From an optimization exercise on the open Yosys and OpenROAD flow, aimed at small area, a short achievable clock period and few clock cycles per item; shortcuts taken in it are not production practice. Function was not checked in any run shown here: the RTL went through the layout flow alone.

==> flow/design.v (outline; a module is shown in full before it is edited, if it fits) <==
// module mult32x32_fast: 1878 lines
// module mfa: 4 lines
// module mha: 4 lines
// module mpg: 4 lines
// module mgpa: 4 lines
// module mgpb: 4 lines
// module mga: 3 lines
// module mgb: 3 lines
// module mencm: 10 lines
// module mmx: 3 lines
// module menc: 4 lines
// module mbpp: 3 lines
module mult32x32_fast (
    input logic clk,
    input logic reset,
    input logic start,
    input logic [31:0] a,
    input logic [31:0] b,
    output logic busy,
    output logic [63:0] product
);
  // ...
==> flow/flow/run.sh <==
#!/bin/bash
set -euo pipefail
R=orfs/results/sky130hd/mult32x32_fast/base
export BUFFER_PORTS_ARGS="-buffer_cell sky130_fd_sc_hd__buf_2"
bash standard.sh synth > synth.log 2>&1
python3 flow/resize.py $R/1_2_yosys.v > resize.log 2>&1
touch $R/1_2_yosys.v
bash standard.sh > layout.log 2>&1
==> flow/flow/resize.py <==
#!/usr/bin/env python3
"""Change the drive strength of combinational cells in the synthesized netlist.
Only cell types listed in MAP are changed; each pair has the same function and pins."""
import re, sys
MAP = {
    "sky130_fd_sc_hd__a22oi_2": "sky130_fd_sc_hd__a22oi_1",
}
path = sys.argv[1]
text = open(path).read()
for old, new in MAP.items():
    n = len(re.findall(r"\b%s\b" % old, text))
    text = re.sub(r"\b%s\b" % old, new, text)
    print(f"{old} -> {new}: {n} instances")
open(path, "w").write(text)
==> flow/standard.sh <==
#!/bin/bash
# synth_recipe.tcl (not shown) runs the flow's synth.tcl, then flattens the netlist and writes it again
# the make line also repeats each setting of config.mk as NAME=value (left out here)
make -C /OpenROAD-flow-scripts/flow DESIGN_CONFIG=/design/flow/config.mk WORK_HOME=/design/flow/orfs CLKGATE_MAP_FILE= SYNTH_SCRIPT=/design/flow/synth_recipe.tcl "${@:-finish}"
==> flow/config.mk <==
export PLATFORM = sky130hd
export DESIGN_NAME = mult32x32_fast
export DESIGN_NICKNAME = mult32x32_fast
export VERILOG_FILES = /design/flow/design.v
export SDC_FILE = /design/flow/constraint.sdc
export NUM_CORES = 4
export LEC_CHECK = 0
export CAP_MARGIN = 20
export CORE_MARGIN = 2
export CORE_UTILIZATION = 40
export SLEW_MARGIN = 20
export SYNTH_HIERARCHICAL = 1
export SYNTH_MINIMUM_KEEP_SIZE = 0
==> flow/constraint.sdc <==
create_clock -name core_clock -period 10.0 [get_ports {clk}]
set_input_delay 2.0000 -clock core_clock [delete_from_list [all_inputs] [get_ports {clk}]]
set_output_delay 2.0000 -clock core_clock [all_outputs]
set_load 0.01 [all_outputs]
==> qor.yml, run 1 <==
run_status:
  status: "complete, no violations"
global_routing:
  grt_busiest_layer: "met2"
  grtUsageMet1_pct: 31.84
  grt_util_all_layers_pct: 24.48
  grt_pass1_vias: 14435
worst_hold_path:
  worstHoldStart: "H[15]"
cells_and_area:
  multiInputGateArea_mm2: 0.01540
  multi_input_area_share_pct: 78.61
  seqCellArea_mm2: 0.001981
  final_common_cell: "xnor2_1"
  buf_share_pct: 4.344
sta:
  period_minus_slack_ns: 8.203
  setup_violations: 0
  rsz0062_at_grt: "false"
  fmaxAchievable_mhz: 121.9
clock_network:
  cts-buffers-inserted: 9
  htreeDepth: 3
  postCtsSetupBuffers: 0
  clkLatencyLatePin_ns: 0.35
floorplan:
  io_pins: 132
  die_w_um: 214.2
  core_area_mm2: 0.04393
setup_path:
  startpoint: "b[19]"
  path_buf_inv: 2
  crit_path_end_kind: "flip-flop"
detailed_routing:
  via_count: 14214
synthesis:
  synth_area_mm2: 0.01767
placement:
  placed_area_mm2: 0.01929
  dp_hpwl_um: 43830
run:
  drv_cap: 0
==> inputs of run 2 (changes only) <==
--- a/flow/design.v
+++ b/flow/design.v
@@ -9,24 +9,23 @@
 );
 logic [47:0] H;
 logic [15:0] L;
 logic two;
 wire go = start & ~busy;
 wire [15:0] m = busy ? b[31:16] : b[15:0];
 wire [31:0] acc = busy ? H[47:16] : 32'd0;
 wire one0_0, two0_0, neg0_0;
-mencm ue0_0 (.s(busy), .l2(b[1]), .l1(b[0]), .l0(1'b0), .h2(b[17]), .h1(b[16]), .h0(1'b0), .one(one0_0), .two(two0_0), .neg(neg0_0));
+mencm0 ue0_0 (.s(busy), .l2(b[1]), .l1(b[0]), .h2(b[17]), .h1(b[16]), .one(one0_0), .two(two0_0), .neg(neg0_0));
 wire one0_1, two0_1, neg0_1;
-mencm ue0_1 (.s(busy), .l2(b[1]), .l1(b[0]), .l0(1'b0), .h2(b[17]), .h1(b[16]), .h0(1'b0), .one(one0_1), .two(two0_1), .neg(neg0_1));
+mencm0 ue0_1 (.s(busy), .l2(b[1]), .l1(b[0]), .h2(b[17]), .h1(b[16]), .one(one0_1), .two(two0_1), .neg(neg0_1));
 wire one0_2, two0_2, neg0_2;
-mencm ue0_2 (.s(busy), .l2(b[1]), .l1(b[0]), .l0(1'b0), .h2(b[17]), .h1(b[16]), .h0(1'b0), .one(one0_2), .two(two0_2), .neg(neg0_2));
+mencm0 ue0_2 (.s(busy), .l2(b[1]), .l1(b[0]), .h2(b[17]), .h1(b[16]), .one(one0_2), .two(two0_2), .neg(neg0_2));
 wire neg0 = neg0_0;
-wire pp0_0;
-mbpp upp0_0 (.one(one0_0), .two(two0_0), .neg(neg0_0), .aj(a[0]), .ajm(1'b0), .p(pp0_0));
+wire pp0_0 = ((one0_0 & a[0]) | (two0_0 & 1'b0)) ^ neg0;
 wire pp0_1;
 mbpp upp0_1 (.one(one0_0), .two(two0_0), .neg(neg0_0), .aj(a[1]), .ajm(a[0]), .p(pp0_1));
 wire pp0_2;
 mbpp upp0_2 (.one(one0_0), .two(two0_0), .neg(neg0_0), .aj(a[2]), .ajm(a[1]), .p(pp0_2));
 wire pp0_3;
 mbpp upp0_3 (.one(one0_0), .two(two0_0), .neg(neg0_0), .aj(a[3]), .ajm(a[2]), .p(pp0_3));
 wire pp0_4;
 mbpp upp0_4 (.one(one0_0), .two(two0_0), .neg(neg0_0), .aj(a[4]), .ajm(a[3]), .p(pp0_4));
@@ -79,28 +78,26 @@
 wire pp0_28;
 mbpp upp0_28 (.one(one0_2), .two(two0_2), .neg(neg0_2), .aj(a[28]), .ajm(a[27]), .p(pp0_28));
 wire pp0_29;
 mbpp upp0_29 (.one(one0_2), .two(two0_2), .neg(neg0_2), .aj(a[29]), .ajm(a[28]), .p(pp0_29));
 wire pp0_30;
 mbpp upp0_30 (.one(one0_2), .two(two0_2), .neg(neg0_2), .aj(a[30]), .ajm(a[29]), .p(pp0_30));
 wire pp0_31;
 mbpp upp0_31 (.one(one0_2), .two(two0_2), .neg(neg0_2), .aj(a[31]), .ajm(a[30]), .p(pp0_31));
-wire pp0_32;
-mbpp upp0_32 (.one(one0_2), .two(two0_2), .neg(neg0_2), .aj(1'b0), .ajm(a[31]), .p(pp0_32));
+wire pp0_32 = ((one0_2 & 1'b0) | (two0_2 & a[31])) ^ neg0;
 wire sn0 = ~neg0;
 wire one1_0, two1_0, neg1_0;
 mencm ue1_0 (.s(busy), .l2(b[3]), .l1(b[2]), .l0(b[1]), .h2(b[19]), .h1(b[18]), .h0(b[17]), .one(one1_0), .two(two1_0), .neg(neg1_0));
 wire one1_1, two1_1, neg1_1;
 mencm ue1_1 (.s(busy), .l2(b[3]), .l1(b[2]), .l0(b[1]), .h2(b[19]), .h1(b[18]), .h0(b[17]), .one(one1_1), .two(two1_1), .neg(neg1_1));
 wire one1_2, two1_2, neg1_2;
 mencm ue1_2 (.s(busy), .l2(b[3]), .l1(b[2]), .l0(b[1]), .h2(b[19]), .h1(b[18]), .h0(b[17]), .one(one1_2), .two(two1_2), .neg(neg1_2));
 wire neg1 = neg1_0;
-wire pp1_0;
-mbpp upp1_0 (.one(one1_0), .two(two1_0), .neg(neg1_0), .aj(a[0]), .ajm(1'b0), .p(pp1_0));
+wire pp1_0 = ((one1_0 & a[0]) | (two1_0 & 1'b0)) ^ neg1;
 wire pp1_1;
 mbpp upp1_1 (.one(one1_0), .two(two1_0), .neg(neg1_0), .aj(a[1]), .ajm(a[0]), .p(pp1_1));
 wire pp1_2;
 mbpp upp1_2 (.one(one1_0), .two(two1_0), .neg(neg1_0), .aj(a[2]), .ajm(a[1]), .p(pp1_2));
 wire pp1_3;
 mbpp upp1_3 (.one(one1_0), .two(two1_0), .neg(neg1_0), .aj(a[3]), .ajm(a[2]), .p(pp1_3));
 wire pp1_4;
 mbpp upp1_4 (.one(one1_0), .two(two1_0), .neg(neg1_0), .aj(a[4]), .ajm(a[3]), .p(pp1_4));
@@ -153,28 +150,26 @@
 wire pp1_28;
 mbpp upp1_28 (.one(one1_2), .two(two1_2), .neg(neg1_2), .aj(a[28]), .ajm(a[27]), .p(pp1_28));
 wire pp1_29;
 mbpp upp1_29 (.one(one1_2), .two(two1_2), .neg(neg1_2), .aj(a[29]), .ajm(a[28]), .p(pp1_29));
 wire pp1_30;
 mbpp upp1_30 (.one(one1_2), .two(two1_2), .neg(neg1_2), .aj(a[30]), .ajm(a[29]), .p(pp1_30));
 wire pp1_31;
 mbpp upp1_31 (.one(one1_2), .two(two1_2), .neg(neg1_2), .aj(a[31]), .ajm(a[30]), .p(pp1_31));
-wire pp1_32;
-mbpp upp1_32 (.one(one1_2), .two(two1_2), .neg(neg1_2), .aj(1'b0), .ajm(a[31]), .p(pp1_32));
+wire pp1_32 = ((one1_2 & 1'b0) | (two1_2 & a[31])) ^ neg1;
 wire sn1 = ~neg1;
 wire one2_0, two2_0, neg2_0;
 mencm ue2_0 (.s(busy), .l2(b[5]), .l1(b[4]), .l0(b[3]), .h2(b[21]), .h1(b[20]), .h0(b[19]), .one(one2_0), .two(two2_0), .neg(neg2_0));
 wire one2_1, two2_1, neg2_1;
 mencm ue2_1 (.s(busy), .l2(b[5]), .l1(b[4]), .l0(b[3]), .h2(b[21]), .h1(b[20]), .h0(b[19]), .one(one2_1), .two(two2_1), .neg(neg2_1));
 wire one2_2, two2_2, neg2_2;
 mencm ue2_2 (.s(busy), .l2(b[5]), .l1(b[4]), .l0(b[3]), .h2(b[21]), .h1(b[20]), .h0(b[19]), .one(one2_2), .two(two2_2), .neg(neg2_2));
 wire neg2 = neg2_0;
-wire pp2_0;
-mbpp upp2_0 (.one(one2_0), .two(two2_0), .neg(neg2_0), .aj(a[0]), .ajm(1'b0), .p(pp2_0));
+wire pp2_0 = ((one2_0 & a[0]) | (two2_0 & 1'b0)) ^ neg2;
 wire pp2_1;
 mbpp upp2_1 (.one(one2_0), .two(two2_0), .neg(neg2_0), .aj(a[1]), .ajm(a[0]), .p(pp2_1));
 wire pp2_2;
 mbpp upp2_2 (.one(one2_0), .two(two2_0), .neg(neg2_0), .aj(a[2]), .ajm(a[1]), .p(pp2_2));
 wire pp2_3;
 mbpp upp2_3 (.one(one2_0), .two(two2_0), .neg(neg2_0), .aj(a[3]), .ajm(a[2]), .p(pp2_3));
 wire pp2_4;
 mbpp upp2_4 (.one(one2_0), .two(two2_0), .neg(neg2_0), .aj(a[4]), .ajm(a[3]), .p(pp2_4));
@@ -227,28 +222,26 @@
 wire pp2_28;
 mbpp upp2_28 (.one(one2_2), .two(two2_2), .neg(neg2_2), .aj(a[28]), .ajm(a[27]), .p(pp2_28));
 wire pp2_29;
 mbpp upp2_29 (.one(one2_2), .two(two2_2), .neg(neg2_2), .aj(a[29]), .ajm(a[28]), .p(pp2_29));
 wire pp2_30;
 mbpp upp2_30 (.one(one2_2), .two(two2_2), .neg(neg2_2), .aj(a[30]), .ajm(a[29]), .p(pp2_30));
 wire pp2_31;
 mbpp upp2_31 (.one(one2_2), .two(two2_2), .neg(neg2_2), .aj(a[31]), .ajm(a[30]), .p(pp2_31));
-wire pp2_32;
-mbpp upp2_32 (.one(one2_2), .two(two2_2), .neg(neg2_2), .aj(1'b0), .ajm(a[31]), .p(pp2_32));
+wire pp2_32 = ((one2_2 & 1'b0) | (two2_2 & a[31])) ^ neg2;
 wire sn2 = ~neg2;
 wire one3_0, two3_0, neg3_0;
 mencm ue3_0 (.s(busy), .l2(b[7]), .l1(b[6]), .l0(b[5]), .h2(b[23]), .h1(b[22]), .h0(b[21]), .one(one3_0), .two(two3_0), .neg(neg3_0));
 wire one3_1, two3_1, neg3_1;
 mencm ue3_1 (.s(busy), .l2(b[7]), .l1(b[6]), .l0(b[5]), .h2(b[23]), .h1(b[22]), .h0(b[21]), .one(one3_1), .two(two3_1), .neg(neg3_1));
 wire one3_2, two3_2, neg3_2;
 mencm ue3_2 (.s(busy), .l2(b[7]), .l1(b[6]), .l0(b[5]), .h2(b[23]), .h1(b[22]), .h0(b[21]), .one(one3_2), .two(two3_2), .neg(neg3_2));
 wire neg3 = neg3_0;
-wire pp3_0;
-mbpp upp3_0 (.one(one3_0), .two(two3_0), .neg(neg3_0), .aj(a[0]), .ajm(1'b0), .p(pp3_0));
+wire pp3_0 = ((one3_0 & a[0]) | (two3_0 & 1'b0)) ^ neg3;
 wire pp3_1;
 mbpp upp3_1 (.one(one3_0), .two(two3_0), .neg(neg3_0), .aj(a[1]), .ajm(a[0]), .p(pp3_1));
 wire pp3_2;
 mbpp upp3_2 (.one(one3_0), .two(two3_0), .neg(neg3_0), .aj(a[2]), .ajm(a[1]), .p(pp3_2));
 wire pp3_3;
 mbpp upp3_3 (.one(one3_0), .two(two3_0), .neg(neg3_0), .aj(a[3]), .ajm(a[2]), .p(pp3_3));
 wire pp3_4;
 mbpp upp3_4 (.one(one3_0), .two(two3_0), .neg(neg3_0), .aj(a[4]), .ajm(a[3]), .p(pp3_4));
@@ -301,28 +294,26 @@
 wire pp3_28;
 mbpp upp3_28 (.one(one3_2), .two(two3_2), .neg(neg3_2), .aj(a[28]), .ajm(a[27]), .p(pp3_28));
 wire pp3_29;
 mbpp upp3_29 (.one(one3_2), .two(two3_2), .neg(neg3_2), .aj(a[29]), .ajm(a[28]), .p(pp3_29));
 wire pp3_30;
 mbpp upp3_30 (.one(one3_2), .two(two3_2), .neg(neg3_2), .aj(a[30]), .ajm(a[29]), .p(pp3_30));
 wire pp3_31;
 mbpp upp3_31 (.one(one3_2), .two(two3_2), .neg(neg3_2), .aj(a[31]), .ajm(a[30]), .p(pp3_31));
-wire pp3_32;
-mbpp upp3_32 (.one(one3_2), .two(two3_2), .neg(neg3_2), .aj(1'b0), .ajm(a[31]), .p(pp3_32));
+wire pp3_32 = ((one3_2 & 1'b0) | (two3_2 & a[31])) ^ neg3;
 wire sn3 = ~neg3;
 wire one4_0, two4_0, neg4_0;
 mencm ue4_0 (.s(busy), .l2(b[9]), .l1(b[8]), .l0(b[7]), .h2(b[25]), .h1(b[24]), .h0(b[23]), .one(one4_0), .two(two4_0), .neg(neg4_0));
 wire one4_1, two4_1, neg4_1;
 mencm ue4_1 (.s(busy), .l2(b[9]), .l1(b[8]), .l0(b[7]), .h2(b[25]), .h1(b[24]), .h0(b[23]), .one(one4_1), .two(two4_1), .neg(neg4_1));
 wire one4_2, two4_2, neg4_2;
 mencm ue4_2 (.s(busy), .l2(b[9]), .l1(b[8]), .l0(b[7]), .h2(b[25]), .h1(b[24]), .h0(b[23]), .one(one4_2), .two(two4_2), .neg(neg4_2));
 wire neg4 = neg4_0;
-wire pp4_0;
-mbpp upp4_0 (.one(one4_0), .two(two4_0), .neg(neg4_0), .aj(a[0]), .ajm(1'b0), .p(pp4_0));
+wire pp4_0 = ((one4_0 & a[0]) | (two4_0 & 1'b0)) ^ neg4;
 wire pp4_1;
 mbpp upp4_1 (.one(one4_0), .two(two4_0), .neg(neg4_0), .aj(a[1]), .ajm(a[0]), .p(pp4_1));
 wire pp4_2;
 mbpp upp4_2 (.one(one4_0), .two(two4_0), .neg(neg4_0), .aj(a[2]), .ajm(a[1]), .p(pp4_2));
 wire pp4_3;
 mbpp upp4_3 (.one(one4_0), .two(two4_0), .neg(neg4_0), .aj(a[3]), .ajm(a[2]), .p(pp4_3));
 wire pp4_4;
 mbpp upp4_4 (.one(one4_0), .two(two4_0), .neg(neg4_0), .aj(a[4]), .ajm(a[3]), .p(pp4_4));
@@ -375,28 +366,26 @@
 wire pp4_28;
 mbpp upp4_28 (.one(one4_2), .two(two4_2), .neg(neg4_2), .aj(a[28]), .ajm(a[27]), .p(pp4_28));
 wire pp4_29;
 mbpp upp4_29 (.one(one4_2), .two(two4_2), .neg(neg4_2), .aj(a[29]), .ajm(a[28]), .p(pp4_29));
 wire pp4_30;
 mbpp upp4_30 (.one(one4_2), .two(two4_2), .neg(neg4_2), .aj(a[30]), .ajm(a[29]), .p(pp4_30));
 wire pp4_31;
 mbpp upp4_31 (.one(one4_2), .two(two4_2), .neg(neg4_2), .aj(a[31]), .ajm(a[30]), .p(pp4_31));
-wire pp4_32;
-mbpp upp4_32 (.one(one4_2), .two(two4_2), .neg(neg4_2), .aj(1'b0), .ajm(a[31]), .p(pp4_32));
+wire pp4_32 = ((one4_2 & 1'b0) | (two4_2 & a[31])) ^ neg4;
 wire sn4 = ~neg4;
 wire one5_0, two5_0, neg5_0;
 mencm ue5_0 (.s(busy), .l2(b[11]), .l1(b[10]), .l0(b[9]), .h2(b[27]), .h1(b[26]), .h0(b[25]), .one(one5_0), .two(two5_0), .neg(neg5_0));
 wire one5_1, two5_1, neg5_1;
 mencm ue5_1 (.s(busy), .l2(b[11]), .l1(b[10]), .l0(b[9]), .h2(b[27]), .h1(b[26]), .h0(b[25]), .one(one5_1), .two(two5_1), .neg(neg5_1));
 wire one5_2, two5_2, neg5_2;
 mencm ue5_2 (.s(busy), .l2(b[11]), .l1(b[10]), .l0(b[9]), .h2(b[27]), .h1(b[26]), .h0(b[25]), .one(one5_2), .two(two5_2), .neg(neg5_2));
 wire neg5 = neg5_0;
-wire pp5_0;
-mbpp upp5_0 (.one(one5_0), .two(two5_0), .neg(neg5_0), .aj(a[0]), .ajm(1'b0), .p(pp5_0));
+wire pp5_0 = ((one5_0 & a[0]) | (two5_0 & 1'b0)) ^ neg5;
 wire pp5_1;
 mbpp upp5_1 (.one(one5_0), .two(two5_0), .neg(neg5_0), .aj(a[1]), .ajm(a[0]), .p(pp5_1));
 wire pp5_2;
 mbpp upp5_2 (.one(one5_0), .two(two5_0), .neg(neg5_0), .aj(a[2]), .ajm(a[1]), .p(pp5_2));
 wire pp5_3;
 mbpp upp5_3 (.one(one5_0), .two(two5_0), .neg(neg5_0), .aj(a[3]), .ajm(a[2]), .p(pp5_3));
 wire pp5_4;
 mbpp upp5_4 (.one(one5_0), .two(two5_0), .neg(neg5_0), .aj(a[4]), .ajm(a[3]), .p(pp5_4));
@@ -449,28 +438,26 @@
 wire pp5_28;
 mbpp upp5_28 (.one(one5_2), .two(two5_2), .neg(neg5_2), .aj(a[28]), .ajm(a[27]), .p(pp5_28));
 wire pp5_29;
 mbpp upp5_29 (.one(one5_2), .two(two5_2), .neg(neg5_2), .aj(a[29]), .ajm(a[28]), .p(pp5_29));
 wire pp5_30;
 mbpp upp5_30 (.one(one5_2), .two(two5_2), .neg(neg5_2), .aj(a[30]), .ajm(a[29]), .p(pp5_30));
 wire pp5_31;
 mbpp upp5_31 (.one(one5_2), .two(two5_2), .neg(neg5_2), .aj(a[31]), .ajm(a[30]), .p(pp5_31));
-wire pp5_32;
-mbpp upp5_32 (.one(one5_2), .two(two5_2), .neg(neg5_2), .aj(1'b0), .ajm(a[31]), .p(pp5_32));
+wire pp5_32 = ((one5_2 & 1'b0) | (two5_2 & a[31])) ^ neg5;
 wire sn5 = ~neg5;
 wire one6_0, two6_0, neg6_0;
 mencm ue6_0 (.s(busy), .l2(b[13]), .l1(b[12]), .l0(b[11]), .h2(b[29]), .h1(b[28]), .h0(b[27]), .one(one6_0), .two(two6_0), .neg(neg6_0));
 wire one6_1, two6_1, neg6_1;
 mencm ue6_1 (.s(busy), .l2(b[13]), .l1(b[12]), .l0(b[11]), .h2(b[29]), .h1(b[28]), .h0(b[27]), .one(one6_1), .two(two6_1), .neg(neg6_1));
 wire one6_2, two6_2, neg6_2;
 mencm ue6_2 (.s(busy), .l2(b[13]), .l1(b[12]), .l0(b[11]), .h2(b[29]), .h1(b[28]), .h0(b[27]), .one(one6_2), .two(two6_2), .neg(neg6_2));
 wire neg6 = neg6_0;
-wire pp6_0;
-mbpp upp6_0 (.one(one6_0), .two(two6_0), .neg(neg6_0), .aj(a[0]), .ajm(1'b0), .p(pp6_0));
+wire pp6_0 = ((one6_0 & a[0]) | (two6_0 & 1'b0)) ^ neg6;
 wire pp6_1;
 mbpp upp6_1 (.one(one6_0), .two(two6_0), .neg(neg6_0), .aj(a[1]), .ajm(a[0]), .p(pp6_1));
 wire pp6_2;
 mbpp upp6_2 (.one(one6_0), .two(two6_0), .neg(neg6_0), .aj(a[2]), .ajm(a[1]), .p(pp6_2));
 wire pp6_3;
 mbpp upp6_3 (.one(one6_0), .two(two6_0), .neg(neg6_0), .aj(a[3]), .ajm(a[2]), .p(pp6_3));
 wire pp6_4;
 mbpp upp6_4 (.one(one6_0), .two(two6_0), .neg(neg6_0), .aj(a[4]), .ajm(a[3]), .p(pp6_4));
@@ -523,28 +510,26 @@
 wire pp6_28;
 mbpp upp6_28 (.one(one6_2), .two(two6_2), .neg(neg6_2), .aj(a[28]), .ajm(a[27]), .p(pp6_28));
 wire pp6_29;
 mbpp upp6_29 (.one(one6_2), .two(two6_2), .neg(neg6_2), .aj(a[29]), .ajm(a[28]), .p(pp6_29));
 wire pp6_30;
 mbpp upp6_30 (.one(one6_2), .two(two6_2), .neg(neg6_2), .aj(a[30]), .ajm(a[29]), .p(pp6_30));
 wire pp6_31;
 mbpp upp6_31 (.one(one6_2), .two(two6_2), .neg(neg6_2), .aj(a[31]), .ajm(a[30]), .p(pp6_31));
-wire pp6_32;
-mbpp upp6_32 (.one(one6_2), .two(two6_2), .neg(neg6_2), .aj(1'b0), .ajm(a[31]), .p(pp6_32));
+wire pp6_32 = ((one6_2 & 1'b0) | (two6_2 & a[31])) ^ neg6;
 wire sn6 = ~neg6;
 wire one7_0, two7_0, neg7_0;
 mencm ue7_0 (.s(busy), .l2(b[15]), .l1(b[14]), .l0(b[13]), .h2(b[31]), .h1(b[30]), .h0(b[29]), .one(one7_0), .two(two7_0), .neg(neg7_0));
 wire one7_1, two7_1, neg7_1;
 mencm ue7_1 (.s(busy), .l2(b[15]), .l1(b[14]), .l0(b[13]), .h2(b[31]), .h1(b[30]), .h0(b[29]), .one(one7_1), .two(two7_1), .neg(neg7_1));
 wire one7_2, two7_2, neg7_2;
 mencm ue7_2 (.s(busy), .l2(b[15]), .l1(b[14]), .l0(b[13]), .h2(b[31]), .h1(b[30]), .h0(b[29]), .one(one7_2), .two(two7_2), .neg(neg7_2));
 wire neg7 = neg7_0;
-wire pp7_0;
-mbpp upp7_0 (.one(one7_0), .two(two7_0), .neg(neg7_0), .aj(a[0]), .ajm(1'b0), .p(pp7_0));
+wire pp7_0 = ((one7_0 & a[0]) | (two7_0 & 1'b0)) ^ neg7;
 wire pp7_1;
 mbpp upp7_1 (.one(one7_0), .two(two7_0), .neg(neg7_0), .aj(a[1]), .ajm(a[0]), .p(pp7_1));
 wire pp7_2;
 mbpp upp7_2 (.one(one7_0), .two(two7_0), .neg(neg7_0), .aj(a[2]), .ajm(a[1]), .p(pp7_2));
 wire pp7_3;
 mbpp upp7_3 (.one(one7_0), .two(two7_0), .neg(neg7_0), .aj(a[3]), .ajm(a[2]), .p(pp7_3));
 wire pp7_4;
 mbpp upp7_4 (.one(one7_0), .two(two7_0), .neg(neg7_0), .aj(a[4]), .ajm(a[3]), .p(pp7_4));
@@ -597,18 +582,17 @@
 wire pp7_28;
 mbpp upp7_28 (.one(one7_2), .two(two7_2), .neg(neg7_2), .aj(a[28]), .ajm(a[27]), .p(pp7_28));
 wire pp7_29;
 mbpp upp7_29 (.one(one7_2), .two(two7_2), .neg(neg7_2), .aj(a[29]), .ajm(a[28]), .p(pp7_29));
 wire pp7_30;
 mbpp upp7_30 (.one(one7_2), .two(two7_2), .neg(neg7_2), .aj(a[30]), .ajm(a[29]), .p(pp7_30));
 wire pp7_31;
 mbpp upp7_31 (.one(one7_2), .two(two7_2), .neg(neg7_2), .aj(a[31]), .ajm(a[30]), .p(pp7_31));
-wire pp7_32;
-mbpp upp7_32 (.one(one7_2), .two(two7_2), .neg(neg7_2), .aj(1'b0), .ajm(a[31]), .p(pp7_32));
+wire pp7_32 = ((one7_2 & 1'b0) | (two7_2 & a[31])) ^ neg7;
 wire sn7 = ~neg7;
 wire mt0;
 mmx umt0 (.s(busy), .x(b[15]), .y(b[31]), .o(mt0));
 wire pt0 = a[0] & mt0;
 wire pt1 = a[1] & mt0;
 wire pt2 = a[2] & mt0;
 wire pt3 = a[3] & mt0;
 wire pt4 = a[4] & mt0;
@@ -1056,34 +1040,34 @@
 wire s409, c410;
 mfa us409 (.x(s401), .y(s403), .z(s405), .s(s409), .c(c410));
 wire s411, c412;
 mfa us411 (.x(c392), .y(c394), .z(s407), .s(s411), .c(c412));
 wire s413, c414;
 mfa us413 (.x(s409), .y(c396), .z(s411), .s(s413), .c(c414));
 wire s415, c416;
 mha us415 (.x(c398), .y(s413), .s(s415), .c(c416));
-wire s417, c418;
-mfa us417 (.x(1'b1), .y(sn0), .z(pp1_31), .s(s417), .c(c418));
+wire s417 = ~(sn0 ^ pp1_31);
+wire c418 = sn0 | pp1_31;
 wire s419, c420;
 mfa us419 (.x(pp2_29), .y(pp3_27), .z(pp4_25), .s(s419), .c(c420));
 wire s421, c422;
 mfa us421 (.x(pp5_23), .y(pp6_21), .z(pp7_19), .s(s421), .c(c422));
 wire s423, c424;
 mfa us423 (.x(pt17), .y(c402), .z(c404), .s(s423), .c(c424));
 wire s425, c426;
 mfa us425 (.x(c406), .y(s417), .z(s419), .s(s425), .c(c426));
 wire s427, c428;
 mfa us427 (.x(s421), .y(c408), .z(c410), .s(s427), .c(c428));
 wire s429, c430;
 mfa us429 (.x(s423), .y(s425), .z(c412), .s(s429), .c(c430));
 wire s431, c432;
 mfa us431 (.x(s427), .y(c414), .z(s429), .s(s431), .c(c432));
-wire s433, c434;
-mfa us433 (.x(1'b1), .y(pp1_32), .z(pp2_30), .s(s433), .c(c434));
+wire s433 = ~(pp1_32 ^ pp2_30);
+wire c434 = pp1_32 | pp2_30;
 wire s435, c436;
 mfa us435 (.x(pp3_28), .y(pp4_26), .z(pp5_24), .s(s435), .c(c436));
 wire s437, c438;
 mfa us437 (.x(pp6_22), .y(pp7_20), .z(pt18), .s(s437), .c(c438));
 wire s439, c440;
 mfa us439 (.x(c418), .y(c420), .z(c422), .s(s439), .c(c440));
 wire s441, c442;
 mfa us441 (.x(s433), .y(s435), .z(s437), .s(s441), .c(c442));
@@ -1102,18 +1086,18 @@
 wire s455, c456;
 mfa us455 (.x(c436), .y(c438), .z(s449), .s(s455), .c(c456));
 wire s457, c458;
 mfa us457 (.x(s451), .y(c440), .z(c442), .s(s457), .c(c458));
 wire s459, c460;
 mfa us459 (.x(s453), .y(s455), .z(c444), .s(s459), .c(c460));
 wire s461, c462;
 mfa us461 (.x(s457), .y(c446), .z(s459), .s(s461), .c(c462));
-wire s463, c464;
-mfa us463 (.x(1'b1), .y(pp2_32), .z(pp3_30), .s(s463), .c(c464));
+wire s463 = ~(pp2_32 ^ pp3_30);
+wire c464 = pp2_32 | pp3_30;
 wire s465, c466;
 mfa us465 (.x(pp4_28), .y(pp5_26), .z(pp6_24), .s(s465), .c(c466));
 wire s467, c468;
 mfa us467 (.x(pp7_22), .y(pt20), .z(c450), .s(s467), .c(c468));
 wire s469, c470;
 mfa us469 (.x(c452), .y(s463), .z(s465), .s(s469), .c(c470));
 wire s471, c472;
 mfa us471 (.x(c454), .y(c456), .z(s467), .s(s471), .c(c472));
@@ -1128,18 +1112,18 @@
 wire s481, c482;
 mfa us481 (.x(pt21), .y(c464), .z(c466), .s(s481), .c(c482));
 wire s483, c484;
 mfa us483 (.x(s477), .y(s479), .z(c468), .s(s483), .c(c484));
 wire s485, c486;
 mfa us485 (.x(c470), .y(s481), .z(c472), .s(s485), .c(c486));
 wire s487, c488;
 mfa us487 (.x(s483), .y(c474), .z(s485), .s(s487), .c(c488));
-wire s489, c490;
-mfa us489 (.x(1'b1), .y(pp3_32), .z(pp4_30), .s(s489), .c(c490));
+wire s489 = ~(pp3_32 ^ pp4_30);
+wire c490 = pp3_32 | pp4_30;
 wire s491, c492;
 mfa us491 (.x(pp5_28), .y(pp6_26), .z(pp7_24), .s(s491), .c(c492));
 wire s493, c494;
 mfa us493 (.x(pt22), .y(c478), .z(c480), .s(s493), .c(c494));
 wire s495, c496;
 mfa us495 (.x(s489), .y(s491), .z(c482), .s(s495), .c(c496));
 wire s497, c498;
 mfa us497 (.x(s493), .y(c484), .z(s495), .s(s497), .c(c498));
@@ -1150,60 +1134,60 @@
 wire s503, c504;
 mfa us503 (.x(pp6_27), .y(pp7_25), .z(pt23), .s(s503), .c(c504));
 wire s505, c506;
 mfa us505 (.x(c490), .y(c492), .z(s501), .s(s505), .c(c506));
 wire s507, c508;
 mfa us507 (.x(s503), .y(c494), .z(s505), .s(s507), .c(c508));
 wire s509, c510;
 mfa us509 (.x(c496), .y(s507), .z(c498), .s(s509), .c(c510));
-wire s511, c512;
-mfa us511 (.x(1'b1), .y(pp4_32), .z(pp5_30), .s(s511), .c(c512));
+wire s511 = ~(pp4_32 ^ pp5_30);
+wire c512 = pp4_32 | pp5_30;
 wire s513, c514;
 mfa us513 (.x(pp6_28), .y(pp7_26), .z(pt24), .s(s513), .c(c514));
 wire s515, c516;
 mfa us515 (.x(c502), .y(c504), .z(s511), .s(s515), .c(c516));
 wire s517, c518;
 mfa us517 (.x(s513), .y(c506), .z(s515), .s(s517), .c(c518));
 wire s519, c520;
 mha us519 (.x(c508), .y(s517), .s(s519), .c(c520));
 wire s521, c522;
 mfa us521 (.x(sn4), .y(pp5_31), .z(pp6_29), .s(s521), .c(c522));
 wire s523, c524;
 mfa us523 (.x(pp7_27), .y(pt25), .z(c512), .s(s523), .c(c524));
 wire s525, c526;
 mfa us525 (.x(c514), .y(s521), .z(c516), .s(s525), .c(c526));
 wire s527, c528;
 mfa us527 (.x(s523), .y(c518), .z(s525), .s(s527), .c(c528));
-wire s529, c530;
-mfa us529 (.x(1'b1), .y(pp5_32), .z(pp6_30), .s(s529), .c(c530));
+wire s529 = ~(pp5_32 ^ pp6_30);
+wire c530 = pp5_32 | pp6_30;
 wire s531, c532;
 mfa us531 (.x(pp7_28), .y(pt26), .z(c522), .s(s531), .c(c532));
 wire s533, c534;
 mfa us533 (.x(s529), .y(c524), .z(s531), .s(s533), .c(c534));
 wire s535, c536;
 mha us535 (.x(c526), .y(s533), .s(s535), .c(c536));
 wire s537, c538;
 mfa us537 (.x(sn5), .y(pp6_31), .z(pp7_29), .s(s537), .c(c538));
 wire s539, c540;
 mfa us539 (.x(pt27), .y(c530), .z(s537), .s(s539), .c(c540));
 wire s541, c542;
 mfa us541 (.x(c532), .y(s539), .z(c534), .s(s541), .c(c542));
-wire s543, c544;
-mfa us543 (.x(1'b1), .y(pp6_32), .z(pp7_30), .s(s543), .c(c544));
+wire s543 = ~(pp6_32 ^ pp7_30);
+wire c544 = pp6_32 | pp7_30;
 wire s545, c546;
 mfa us545 (.x(pt28), .y(c538), .z(s543), .s(s545), .c(c546));
 wire s547, c548;
 mha us547 (.x(c540), .y(s545), .s(s547), .c(c548));
 wire s549, c550;
 mfa us549 (.x(sn6), .y(pp7_31), .z(pt29), .s(s549), .c(c550));
 wire s551, c552;
 mfa us551 (.x(c544), .y(s549), .z(c546), .s(s551), .c(c552));
-wire s553, c554;
-mfa us553 (.x(1'b1), .y(pp7_32), .z(pt30), .s(s553), .c(c554));
+wire s553 = ~(pp7_32 ^ pt30);
+wire c554 = pp7_32 | pt30;
 wire s555, c556;
 mha us555 (.x(c550), .y(s553), .s(s555), .c(c556));
 wire s557, c558;
 mfa us557 (.x(sn7), .y(pt31), .z(c554), .s(s557), .c(c558));
 wire [47:0] ra = {c556, s555, c548, s547, c536, s535, c520, s519, c500, s499, c476, s475, c448, s447, c416, s415, c384, c368, c352, c336, c320, c304, c288, c272, c256, c240, c224, c208, c192, c176, c160, c144, c128, c112, c98, c84, s81, c60, c50, s47, s37, c24, s21, s15, s9, s7, pp0_1, s1};
 wire [47:0] rb = {s557, c552, s551, c542, s541, c528, s527, c510, s509, c488, s487, c462, s461, c432, s431, c400, s399, s383, s367, s351, s335, s319, s303, s287, s271, s255, s239, s223, s207, s191, s175, s159, s143, s127, s111, s97, s83, s71, s59, s49, s39, s31, s23, s17, s11, s5, s3, pp0_0};
 wire ag0, ap0;
 mpg upg0 (.x(ra[0]), .y(rb[0]), .g(ag0), .p(ap0));
@@ -1907,16 +1891,25 @@
 	logic b2, b1, b0;
 	assign b2 = s ? h2 : l2;
 	assign b1 = s ? h1 : l1;
 	assign b0 = s ? h0 : l0;
 	assign one = b1 ^ b0;
 	assign two = (b2 & ~b1 & ~b0) | (~b2 & b1 & b0);
 	assign neg = b2;
 endmodule
+module mencm0 (input logic s, input logic l2, input logic l1, input logic h2, input logic h1,
+               output logic one, output logic two, output logic neg);
+	logic b2, b1;
+	assign b2 = s ? h2 : l2;
+	assign b1 = s ? h1 : l1;
+	assign one = b1;
+	assign two = b2 & ~b1;
+	assign neg = b2;
+endmodule
 module mmx (input logic s, input logic x, input logic y, output logic o);
 	assign o = s ? y : x;
 endmodule
 module menc (input logic b2, input logic b1, input logic b0, output logic one, output logic two);
 	assign one = b1 ^ b0;
 	assign two = (b2 & ~b1 & ~b0) | (~b2 & b1 & b0);
 endmodule
 module mbpp (input logic one, input logic two, input logic neg, input logic aj, input logic ajm, output logic p);
==> flow/flow/run.sh (replaced) <==
#!/bin/bash
# Own layout flow: the standard synthesis and layout (standard.sh), with two changes:
#  - before floorplanning, every combinational cell of the synthesized netlist is set to
#    the smallest drive strength of its footprint (flow/resize.py); registers are untouched,
#    and the layout's repair steps size cells up again where needed;
#  - ports are buffered with buf_2 instead of the default port buffer.
# Each tool's output goes to a log file in this folder.
set -euo pipefail
R=orfs/results/sky130hd/mult32x32_fast/base
export BUFFER_PORTS_ARGS="-buffer_cell sky130_fd_sc_hd__buf_2"
bash standard.sh synth > synth.log 2>&1
python3 flow/resize.py "$FLOW_HOME/platforms/sky130hd/lib/sky130_fd_sc_hd__tt_025C_1v80.lib" $R/1_2_yosys.v > resize.log 2>&1
touch $R/1_2_yosys.v
bash standard.sh > layout.log 2>&1
==> flow/flow/resize.py (replaced) <==
#!/usr/bin/env python3
"""Set every combinational cell of the synthesized netlist to the smallest cell of its
footprint (the same function and pins, the lowest drive strength). Flip-flops, latches and
tie cells are left as synthesis made them. The layout's own repair steps size cells up
again where slew, capacitance or timing need it.
usage: resize.py LIBERTY NETLIST"""
import re, sys, collections
lib, path = sys.argv[1], sys.argv[2]
area, foot, seq = {}, {}, set()
cur = None
for line in open(lib):
    m = re.search(r'^\s*cell\s*\(\s*"?(sky130_fd_sc_hd__\w+)"?\s*\)', line)
    if m:
        cur = m.group(1); continue
    if cur is None:
        continue
    m = re.search(r'^\s*area\s*:\s*([\d.]+)', line)
    if m: area[cur] = float(m.group(1))
    m = re.search(r'cell_footprint\s*:\s*"([^"]+)"', line)
    if m: foot[cur] = m.group(1)
    if re.search(r'^\s*(ff|latch|statetable)\s*\(', line): seq.add(cur)
best = {}
for c, f in foot.items():
    if c in seq or "lpflow" in c or "probe" in c or c not in area:
        continue
    if f not in best or area[c] < area[best[f]]:
        best[f] = c
text = open(path).read()
used = collections.Counter(re.findall(r'^\s*(sky130_fd_sc_hd__\w+)\s', text, re.M))
for c, n in sorted(used.items()):
    if c in seq or c not in foot or "conb" in c:
        continue
    b = best.get(foot[c])
    if b and b != c and area[b] < area[c]:
        text = re.sub(r'(^\s*)%s(\s)' % c, r'\g<1>%s\g<2>' % b, text, flags=re.M)
        print(f"{c} -> {b}: {n}")
open(path, "w").write(text)
==> run 2 against run 1 <==
Compared with the run above:
- still clean
- first-iteration DRC count grew 7.5%
- synthesized area shrank 4.9%
- cell count shrank 4.0%
- design area shrank 5.1%
- count of clock-buffer cells in the layout is the same
- largest cell class unchanged
==> qor.yml, run 2 <==
cells_and_area:
  drive_gt1_share_pct: 9.478
  final_cell_mix: "xnor2_1 (306), a22oi_1 (248), fa_1 (247)"
  top_register: "H"
  nets: 2246
  reg.largest.list: "H: 48 flops, L: 16 flops"
  largest_reg_flops: 48
  final_common_cell: "xnor2_1"
  area_growth_pct: 10.60
global_routing:
  grt_max_degree: 67
  grt_pass1_vias: 14149  # -2.0%
  grt_antenna_before_repair: 1
  grt_util_all_layers_pct: 25.17  # +0.69 points
  overflow: 0
  grt_pass1_wl_um: 84460
sta:
  skew_ns: 0.02243
  period_share_pct: 84.17
  max_slew.worst_pin.slew_ns: 1.181
  fmaxAchievable_mhz: 118.8  # -2.5%
  hold_viol: 0
  slew_viol_final: 0
  slew_headroom_pct: 20.87
  period_minus_slack_ns: 8.417  # +0.2140 ns
  final.setup.worst_slack_ns: 1.583
  rsz0062_at_grt: "false"
  fin_tns_setup_ns: 0
  setup_violations: 0  # unchanged
worst_hold_path:
  hp-class: "flip-flop to flip-flop"
detailed_routing:
  drt_first_pass_iters: 5
  post-route-drc-count: 0
  wl_per_cell_um: 22.77
  postRouteAntennaNets: 0
  via_count: 13849  # -2.6%
  drt_iter0_markers: 1365
  wirelength_um: 54570
  post_drt_via_cell_ratio: 5.778
floorplan:
  die_w_um: 209.0  # -2.4%
  row_count: 75
  die_h_um: 209.0
  core_area_mm2: 0.04167  # -5.2%
  io_pins: 132  # unchanged
  dieArea_mm2: 0.04366
  initial_core_util_pct: 40.33
synthesis:
  syn_avg_cell_area_um2: 9.878
  yosys_warnings: 7
  syn_inst: 1701
  synth_area_mm2: 0.01680  # -4.9%
run:
  drv_cap: 0  # unchanged
clock_network:
  cts_max_path_buffers: 2
  clkSlewWorstSetupHoldPaths_ns: 0.06
  cts-resized-gates: 0
  postCtsSetupBuffers: 0  # unchanged
  clkSinkCount: 66
  clock-root-buffer: "clkbuf_16"
  cts_tree: "yes"
  clkLatencyLatePin_ns: 0.36  # about the same
  htreeDepth: 3  # unchanged
  postCtsHoldBufs: 0
  cts-buffers-inserted: 9  # unchanged
setup_path:
  cp_data_required_time_ns: 10.09
  worstPathArrival_ns: 8.51
  reg2reg_slack_ns: 2.50
  crit_path_start_kind: "input port"
  crit_path_end_kind: "flip-flop"
  cp_max_fo: 19
  path_class: "input port to flip-flop"
run_status:
  status: "complete, no violations"
placement:
  io_buffers: 131
  place_ws_ns: 1.218
  gp_congestion: 0.8917
  dp_hpwl_um: 42430  # -3.2%
run 2: cell count changes in the layout (fill, tap and decap cells not counted), sizes merged, moves of 5 or more:
cell   previous run  this run
conb             42         0
inv              93       115
nand2            89       106
a22oi           264       248
fa              255       247
ha               72        80
nor2             84        78
buf             157       152
run 2: stage by stage:
stage	cells	util, %	area [µm²]	hold slack (ns)
6_report	2397	44.60	18580	0.4686
5_1_grt	2396	44.60	18580	0.4934
4_1_cts	2396	44.54	18560	0.4728
3_5_place_dp	2380	43.80	18250	0.4572
3_3_place_gp	2380	43.80	18250	0.4546
2_1_floorplan	1701	-	16800	0.4381
run 2: final timing paths:
check                           start    end  depth (start not counted)
worst max-delay path            b[19]  H[36]                         20
worst min-delay path            H[13]  L[13]                          0
worst max register to register   busy  H[36]                         17
worst min register to register  H[13]  L[13]                          0
max in group asynchronous       reset   busy                          2
min in group asynchronous       reset   busy                          2
run 2: area by class of cell:
class	count	area, µm²
clock inverters	6	81.33
flip-flops and latches	66	1981
inverters	115	431.7
well taps	539	674.4
clock buffers	10	229.0
repair buffers	152	813.3
diodes	1	2.502
multi-input cells	1508	14370
fillers	4121	23080
run 2: worst max-delay path: stages:
cell     delay, ns
buf_2         0.21
nor2_1        0.14
nand2_1       0.06
a31oi_1       0.93
a22oi_1       0.20
xnor2_1       0.21
fa_1          0.55
fa_1          0.47
fa_1          0.45
fa_1          0.44
fa_1          0.49
ha_1          0.35
a21oi_1       0.33
o21ai_0       0.29
a21oi_1       0.54
o21ai_0       0.18
a21oi_1       0.15
buf_4         0.24
o21ai_1       0.11
xor2_1        0.17
run 2: layer usage:
| layer | wire length, µm | vias to the layer above | global-route usage (%) |
|---|---|---|---|
| li1 | - | 6309 | - |
| met1 | 23110 | 6910 | 33.12 |
| met5 | 0 | - | 0 |
| met3 | 2966 | 88 | 2.735 |
| met4 | 1887 | 0 | 8.768 |
| met2 | 26610 | 542 | 43.11 |

-- afterwards: timing with drivers on the ports --
In the flow no input, the clock included, has a driving cell. The finished layouts below were timed again as built, in two steps.
Step 1 sets driving cells, clkbuf_16 on the clock port and buf_2 on the other inputs (assumed; they add their load-dependent delay and slew).
Step 2 times the ports against the registers' clock, not the clock port: input delays grow and output delays shrink by t, the midpoint of the rising clock arrivals with the driver on.
Three values: ideal, step 1, step 2; two values: the first two.
| run | shift t [ns] | slack for setup (ns) | worst setup path after step 2 | worst register clock-pin slew, ns |
|---|---|---|---|---|
| run 1 | 0.388 | 1.797 / 1.824 / 1.436 | input to register | 0.07 / 0.07 |
| run 2 | 0.393 | 1.583 / 1.612 / 1.219 | input to register | 0.07 / 0.07 |
After both steps setup and hold are still met in every run listed. For run 2, which loses most, drivers alone change the setup slack by +0.029 ns; drivers and shift together by -0.364 ns.
